This is an optimization exercise on Yosys and OpenROAD, whose aim is small area and a short achievable clock period, not a production implementation.
RTL that was checked went through simulation tests only; none was proved equivalent to the original.

==> inputs of run a <==
## montgomery_kyber
module montgomery_kyber(clk, a, b, out);
input clk;
input [11:0] a, b;
output [11:0] out;
wire s0 = (a[0] & b[2]) ^ (a[1] & b[1]);
wire c1 = (a[0] & b[2]) & (a[1] & b[1]);
wire s2 = (a[0] & b[3]) ^ (a[1] & b[2]) ^ (a[2] & b[1]);
wire c3 = ((a[0] & b[3]) & (a[1] & b[2])) | ((a[0] & b[3]) & (a[2] & b[1])) | ((a[1] & b[2]) & (a[2] & b[1]));
wire s4 = (a[3] & b[0]) ^ c1;
wire c5 = (a[3] & b[0]) & c1;
wire s6 = (a[0] & b[4]) ^ (a[1] & b[3]) ^ (a[2] & b[2]);
wire c7 = ((a[0] & b[4]) & (a[1] & b[3])) | ((a[0] & b[4]) & (a[2] & b[2])) | ((a[1] & b[3]) & (a[2] & b[2]));
wire s8 = (a[3] & b[1]) ^ (a[4] & b[0]) ^ c3;
wire c9 = ((a[3] & b[1]) & (a[4] & b[0])) | ((a[3] & b[1]) & c3) | ((a[4] & b[0]) & c3);
wire s10 = c5 ^ s6;
wire c11 = c5 & s6;
wire s12 = (a[0] & b[5]) ^ (a[1] & b[4]) ^ (a[2] & b[3]);
wire c13 = ((a[0] & b[5]) & (a[1] & b[4])) | ((a[0] & b[5]) & (a[2] & b[3])) | ((a[1] & b[4]) & (a[2] & b[3]));
wire s14 = (a[3] & b[2]) ^ (a[4] & b[1]) ^ (a[5] & b[0]);
wire c15 = ((a[3] & b[2]) & (a[4] & b[1])) | ((a[3] & b[2]) & (a[5] & b[0])) | ((a[4] & b[1]) & (a[5] & b[0]));
wire s16 = c7 ^ s12 ^ s14;
wire c17 = (c7 & s12) | (c7 & s14) | (s12 & s14);
wire s18 = c11 ^ c9;
wire c19 = c11 & c9;
wire s20 = (a[0] & b[6]) ^ (a[1] & b[5]) ^ (a[2] & b[4]);
wire c21 = ((a[0] & b[6]) & (a[1] & b[5])) | ((a[0] & b[6]) & (a[2] & b[4])) | ((a[1] & b[5]) & (a[2] & b[4]));
wire s22 = (a[3] & b[3]) ^ (a[4] & b[2]) ^ (a[5] & b[1]);
wire c23 = ((a[3] & b[3]) & (a[4] & b[2])) | ((a[3] & b[3]) & (a[5] & b[1])) | ((a[4] & b[2]) & (a[5] & b[1]));
wire s24 = (a[6] & b[0]) ^ c13 ^ c15;
wire c25 = ((a[6] & b[0]) & c13) | ((a[6] & b[0]) & c15) | (c13 & c15);
wire s26 = s20 ^ s22 ^ c17;
wire c27 = (s20 & s22) | (s20 & c17) | (s22 & c17);
wire s28 = s24 ^ c19;
wire c29 = s24 & c19;
  ...
Settings: LEC_CHECK=0, CAP_MARGIN=20, CORE_MARGIN=2, CORE_UTILIZATION=40, SETUP_SLACK_MARGIN=5, SLEW_MARGIN=20; clock period 12.0 ns.
run.sh (not shown) runs the stock make flow with config.mk's settings and CLKGATE_MAP_FILE= SYNTH_SCRIPT=/design/flow/synth_recipe.tcl, a recipe that flattens the netlist after the stock synthesis.
==> run b: changes against run a <==
--- a/flow/design.v
+++ b/flow/design.v
@@ -220,17 +220,18 @@
 wire c215 = ((a[10] & b[10]) & (a[11] & b[9])) | ((a[10] & b[10]) & (a[9] & b[11])) | ((a[11] & b[9]) & (a[9] & b[11]));
 wire s216 = c209 ^ s214 ^ c211;
 wire c217 = (c209 & s214) | (c209 & c211) | (s214 & c211);
 wire s218 = (a[10] & b[11]) ^ (a[11] & b[10]) ^ c215;
 wire c219 = ((a[10] & b[11]) & (a[11] & b[10])) | ((a[10] & b[11]) & c215) | ((a[11] & b[10]) & c215);
 wire [23:0] p = {1'b0, (a[11] & b[11]), s218, s216, s212, s206, c189, c177, c163, s162, c129, c109, s106, c71, s68, s52, s38, s26, s16, s10, s2, (a[2] & b[0]), (a[0] & b[1]), (a[0] & b[0])} + {1'b0, c219, c217, c213, c207, c199, s198, s188, s176, c147, s146, s128, s108, s88, s70, s54, s40, s28, s18, s8, s4, s0, (a[1] & b[0]), 1'b0};
-wire [3:0] mh1 = p[11:8] + p[3:0] + {p[2:0], 1'b0};
 reg [23:0] r;
-always @(posedge clk) r <= {p[23:12], mh1, p[7:0]};
+always @(posedge clk) r <= p;
 wire [11:0] ph = r[23:12];
-wire [11:0] m = r[11:0];
+wire [11:0] pl = r[11:0];
+wire [3:0] mh = pl[11:8] + pl[3:0] + {pl[2:0], 1'b0};
+wire [11:0] m = {mh, pl[7:0]};
 wire s220 = ~m[0] ^ ~m[10];
 wire c221 = ~m[0] & ~m[10];
 wire s222 = ~m[0] ^ ~m[11] ^ ~m[1];
 wire c223 = (~m[0] & ~m[11]) | (~m[0] & ~m[1]) | (~m[11] & ~m[1]);
 wire s224 = ~m[3] ^ c221;
 wire c225 = ~m[3] & c221;
--- a/flow/config.mk
+++ b/flow/config.mk
@@ -5,8 +5,7 @@
 export SDC_FILE = /design/flow/constraint.sdc
 export NUM_CORES = 4
 export LEC_CHECK = 0
 export CAP_MARGIN = 20
 export CORE_MARGIN = 2
 export CORE_UTILIZATION = 40
-export SETUP_SLACK_MARGIN = 5
 export SLEW_MARGIN = 20
==> run c: changes against run a <==
--- a/flow/config.mk
+++ b/flow/config.mk
@@ -5,8 +5,7 @@
 export SDC_FILE = /design/flow/constraint.sdc
 export NUM_CORES = 4
 export LEC_CHECK = 0
 export CAP_MARGIN = 20
 export CORE_MARGIN = 2
 export CORE_UTILIZATION = 40
-export SETUP_SLACK_MARGIN = 5
 export SLEW_MARGIN = 20
==> comparison <==
- Against run c, the core utilization of run b is higher by 0.67 points.
- The lowest critical path depth belongs to run c, the highest to run b.
- Clock-buffer cell count is the same in run a and run c.
- Between run b and run a, the lower non-clock buffer count is in run b (gap 39).
- Run c passed the timing, DRC and antenna checks. Run a passed the timing, DRC and antenna checks. Run b passed the timing, DRC and antenna checks.
==> figures <==
	run a	run c	run b
Routed met3 length	605 um	377 um	528 um
Crit path launch	r[2]	r[2]	r[1]
Routed WL per cell	15.8 um	14.8 um	14.7 um
Run status	complete, no violations	complete, no violations	complete, no violations
Simple logic cell fraction of the synthesized area	20.2%	20.2%	19.3%
Wire length reported by the detailed router	17.9 mm	16.1 mm	14.3 mm
Die height	140 um	140 um	132 um
Slowest cell delay on critical path	0.50 ns	0.61 ns	0.55 ns
Multi-input gate count	640	639	555
Multi-input gate share of the layout cell area	76.8%	76.8%	76.2%
Only the layout flow was run in run b; the RTL was not checked for function there.

========
==> inputs of 08-08 <==
Another version of the RTL of montgomery_kyber (not shown whole).
==> flow/design.v (excerpt) <==
module montgomery_kyber(clk, a, b, out);
input clk;
input [11:0] a, b;
output [11:0] out;
wire n0;
k_nand2 un0 (.a(a[0]), .b(b[0]), .y(n0));
wire n1;
k_nand2 un1 (.a(a[0]), .b(b[1]), .y(n1));
wire n2;
k_nand2 un2 (.a(a[0]), .b(b[2]), .y(n2));
wire n3;
k_nand2 un3 (.a(a[0]), .b(b[3]), .y(n3));
wire n4;
k_nand2 un4 (.a(a[0]), .b(b[4]), .y(n4));
wire n5;
k_nand2 un5 (.a(a[0]), .b(b[5]), .y(n5));
wire n6;
k_nand2 un6 (.a(a[0]), .b(b[6]), .y(n6));
wire n7;
k_nand2 un7 (.a(a[0]), .b(b[7]), .y(n7));
wire n8;
k_nand2 un8 (.a(a[0]), .b(b[8]), .y(n8));
wire n9;
k_nand2 un9 (.a(a[0]), .b(b[9]), .y(n9));
wire n10;
k_nand2 un10 (.a(a[0]), .b(b[10]), .y(n10));
wire n11;
k_nand2 un11 (.a(a[0]), .b(b[11]), .y(n11));
wire n12;
k_nand2 un12 (.a(a[1]), .b(b[0]), .y(n12));
wire n13;
k_nand2 un13 (.a(a[1]), .b(b[1]), .y(n13));
wire n14;
k_nand2 un14 (.a(a[1]), .b(b[2]), .y(n14));
wire n15;
k_nand2 un15 (.a(a[1]), .b(b[3]), .y(n15));
wire n16;
k_nand2 un16 (.a(a[1]), .b(b[4]), .y(n16));
wire n17;
k_nand2 un17 (.a(a[1]), .b(b[5]), .y(n17));
wire n18;
k_nand2 un18 (.a(a[1]), .b(b[6]), .y(n18));
wire n19;
k_nand2 un19 (.a(a[1]), .b(b[7]), .y(n19));
wire n20;
k_nand2 un20 (.a(a[1]), .b(b[8]), .y(n20));
wire n21;
k_nand2 un21 (.a(a[1]), .b(b[9]), .y(n21));
wire n22;
k_nand2 un22 (.a(a[1]), .b(b[10]), .y(n22));
wire n23;
k_nand2 un23 (.a(a[1]), .b(b[11]), .y(n23));
wire n24;
k_nand2 un24 (.a(a[2]), .b(b[0]), .y(n24));
wire n25;
k_nand2 un25 (.a(a[2]), .b(b[1]), .y(n25));
wire n26;
k_nand2 un26 (.a(a[2]), .b(b[2]), .y(n26));
wire n27;
k_nand2 un27 (.a(a[2]), .b(b[3]), .y(n27));
wire n28;
k_nand2 un28 (.a(a[2]), .b(b[4]), .y(n28));
wire n29;
k_nand2 un29 (.a(a[2]), .b(b[5]), .y(n29));
wire n30;
k_nand2 un30 (.a(a[2]), .b(b[6]), .y(n30));
wire n31;
k_nand2 un31 (.a(a[2]), .b(b[7]), .y(n31));
wire n32;
k_nand2 un32 (.a(a[2]), .b(b[8]), .y(n32));
wire n33;
k_nand2 un33 (.a(a[2]), .b(b[9]), .y(n33));
wire n34;
k_nand2 un34 (.a(a[2]), .b(b[10]), .y(n34));
wire n35;
k_nand2 un35 (.a(a[2]), .b(b[11]), .y(n35));
wire n36;
  ...
==> flow/config.mk <==
export PLATFORM = sky130hd
export DESIGN_NAME = montgomery_kyber
export DESIGN_NICKNAME = montgomery_kyber
export VERILOG_FILES = /design/flow/design.v
export SDC_FILE = /design/flow/constraint.sdc
export NUM_CORES = 4
export LEC_CHECK = 0
export CAP_MARGIN = 20
export CORE_MARGIN = 2
export CORE_UTILIZATION = 40
export CTS_BUF_LIST = sky130_fd_sc_hd__clkbuf_4 sky130_fd_sc_hd__clkbuf_8
export SETUP_SLACK_MARGIN = 5
export SLEW_MARGIN = 20
export SYNTH_HIERARCHICAL = 1
export SYNTH_MINIMUM_KEEP_SIZE = 0
==> flow/constraint.sdc <==
create_clock -name core_clock -period 12.0 [get_ports {clk}]
set_input_delay 2.4000 -clock core_clock [delete_from_list [all_inputs] [get_ports {clk}]]
set_output_delay 2.4000 -clock core_clock [all_outputs]
set_load 0.01 [all_outputs]
standard.sh (not shown) runs the stock make flow with config.mk's settings and CLKGATE_MAP_FILE= SYNTH_SCRIPT=/design/flow/synth_recipe.tcl, a recipe that flattens the netlist after the stock synthesis.
==> flow/flow/run.sh <==
#!/bin/bash
set -euo pipefail
MARGIN=${MARGIN:-5.75}
BUF=${BUF:-sky130_fd_sc_hd__buf_1}
RECOVER=${RECOVER:-0}
bash standard.sh "SETUP_SLACK_MARGIN=$MARGIN" \
  "BUFFER_PORTS_ARGS=-buffer_cell $BUF" "RECOVER_POWER=$RECOVER" finish > flow_make.log 2>&1
==> inputs of 01-17, as changes to 08-08 <==
==> flow/flow/run.sh (replaced) <==
#!/bin/bash
set -euo pipefail
MARGIN=${MARGIN:-5.9}
BUF=${BUF:-sky130_fd_sc_hd__buf_1}
HERE=$(cd "$(dirname "$0")" && pwd)
bash standard.sh "SETUP_SLACK_MARGIN=$MARGIN" \
  "BUFFER_PORTS_ARGS=-buffer_cell $BUF" \
  "PRE_FLOORPLAN_TCL=$HERE/downsize.tcl" finish > flow_make.log 2>&1
==> flow/flow/downsize.tcl (new file) <==
# Before floorplanning: set every combinational cell to its smallest drive
# strength (x1) so that repair_timing sizes up only the cells that need it.
# Flip-flops are left as synthesis made them.
set db [ord::get_db]
set n 0
foreach inst [[ord::get_db_block] getInsts] {
  set m [[$inst getMaster] getName]
  if {[regexp {^(sky130_fd_sc_hd__[a-z0-9]+)_([0-9]+)$} $m -> base sz] && $sz > 1 && ![string match "*__df*" $base] && ![string match "*__dl*" $base]} {
    set new [$db findMaster ${base}_1]
    if {$new ne "NULL"} {
      $inst swapMaster $new
      incr n
    }
  }
}
puts "downsize: $n cells set to x1"
==> inputs of 12-19, as changes to 08-08 <==
==> flow/flow/run.sh (replaced) <==
#!/bin/bash
set -euo pipefail
MARGIN=${MARGIN:-5.6}
BUF=${BUF:-sky130_fd_sc_hd__buf_1}
HERE=$(cd "$(dirname "$0")" && pwd)
bash standard.sh "SETUP_SLACK_MARGIN=$MARGIN" \
  "BUFFER_PORTS_ARGS=-buffer_cell $BUF" \
  "PRE_FLOORPLAN_TCL=$HERE/downsize.tcl" finish > flow_make.log 2>&1
==> flow/flow/downsize.tcl (new file) <==
# Before floorplanning: set every combinational cell to its smallest drive
# strength (x1) so that repair_timing sizes up only the cells that need it.
# Flip-flops are left as synthesis made them.
set db [ord::get_db]
set n 0
foreach inst [[ord::get_db_block] getInsts] {
  set m [[$inst getMaster] getName]
  if {[regexp {^(sky130_fd_sc_hd__[a-z0-9]+)_([0-9]+)$} $m -> base sz] && $sz > 1 && ![string match "*__df*" $base] && ![string match "*__dl*" $base]} {
    set new [$db findMaster ${base}_1]
    if {$new ne "NULL"} {
      $inst swapMaster $new
      incr n
    }
  }
}
puts "downsize: $n cells set to x1"
==> inputs of 04-09, as changes to 08-08 <==
==> flow/flow/run.sh (replaced) <==
#!/bin/bash
set -euo pipefail
MARGIN=${MARGIN:-5.75}
BUF=${BUF:-sky130_fd_sc_hd__buf_1}
HERE=$(cd "$(dirname "$0")" && pwd)
bash standard.sh "SETUP_SLACK_MARGIN=$MARGIN" \
  "BUFFER_PORTS_ARGS=-buffer_cell $BUF" \
  "PRE_FLOORPLAN_TCL=$HERE/downsize.tcl" finish > flow_make.log 2>&1
==> flow/flow/downsize.tcl (new file) <==
# Before floorplanning: set every combinational cell to its smallest drive
# strength (x1) so that repair_timing sizes up only the cells that need it.
# Flip-flops are left as synthesis made them.
set db [ord::get_db]
set n 0
foreach inst [[ord::get_db_block] getInsts] {
  set m [[$inst getMaster] getName]
  if {[regexp {^(sky130_fd_sc_hd__[a-z0-9]+)_([0-9]+)$} $m -> base sz] && $sz > 1 && ![string match "*__df*" $base] && ![string match "*__dl*" $base]} {
    set new [$db findMaster ${base}_1]
    if {$new ne "NULL"} {
      $inst swapMaster $new
      incr n
    }
  }
}
puts "downsize: $n cells set to x1"
==> run notes <==
quantity	04-09	12-19	01-17	08-08
Run status	complete, no violations	complete, no violations	complete, no violations	complete, no violations
Metal3 WL	444 um	471 um	443 um	657 um
Number of placement rows	43	43	43	44
Non-clock buffer contribution to total cell area	3.626%	2.954%	4.026%	3.198%
Proportion of cell area occupied by multi-input gates	80.78%	81.30%	80.42%	81.56%
Fraction of layout instances using a drive strength above 1	6.215%	4.688%	9.322%	12.09%
Setup repair after global routing missed its margin	no	yes	yes	no
Sequential portion of the cell area	8.098%	8.170%	8.171%	7.907%
Num tapcells	180	180	180	184
Wire length of the first global-routing pass	20,520 um	20,520 um	20,620 um	22,050 um
Placed insts	878	878	878	882
Met1 global-route usage	23.89%	23.89%	23.89%	22.61%
Vias after detailed routing	4,282	4,251	4,311	4,369
DRT iter0 DRCs	208	212	202	188
Post-layout min period	6.047 ns	6.194 ns	6.034 ns	6.058 ns
Period utilization	50.39%	51.61%	50.28%	50.48%
Total detailed-routing wirelength	11,970 um	11,890 um	12,260 um	12,760 um

## what the ideal ports hide
No port has a modelled driver above. Below, the same layouts with a new extraction and two added sets of constraints. Step 1: set_driving_cell puts a clkbuf_16 on clk and a buf_2 on each other input, an assumption about the parent block. Step 2 adds t to the input delays and takes it off the output delays; t is the mean of the earliest and latest rising clock arrival at the registers after step 1. Input paths then give back, and output paths get back, about the clock's delay inside the block. Slacks: ideal ports / drivers / drivers and shift; pairs: ideal ports / drivers.
| run | shift t [ns] | slack for setup (ns) | clock arrival spread, ns | worst data-port slew with drivers (ns) |
|---|---|---|---|---|
| run a | 0.289 | 5.086 / 5.052 / 4.873 | 0.004 / 0.004 | 0.03 |
| run b | 0.287 | 2.725 / 2.690 / 2.977 | 0.001 / 0.001 | 0.03 |
| run c | 0.288 | 4.191 / 4.153 / 4.083 | 0.003 / 0.002 | 0.03 |
| 08-08 | 0.281 | 5.942 / 5.949 / 5.668 | 0.002 / 0.002 | 0.03 |
| 01-17 | 0.281 | 5.966 / 5.973 / 5.692 | 0.001 / 0.001 | 0.03 |
| 12-19 | 0.281 | 5.806 / 5.815 / 5.534 | 0.002 / 0.001 | 0.03 |
| 04-09 | 0.281 | 5.953 / 5.958 / 5.677 | 0.002 / 0.001 | 0.03 |
After both steps every run listed still meets setup and hold. The setup slack of 04-09, which loses most, moves by +0.005 ns with the drivers and by -0.276 ns with both steps.
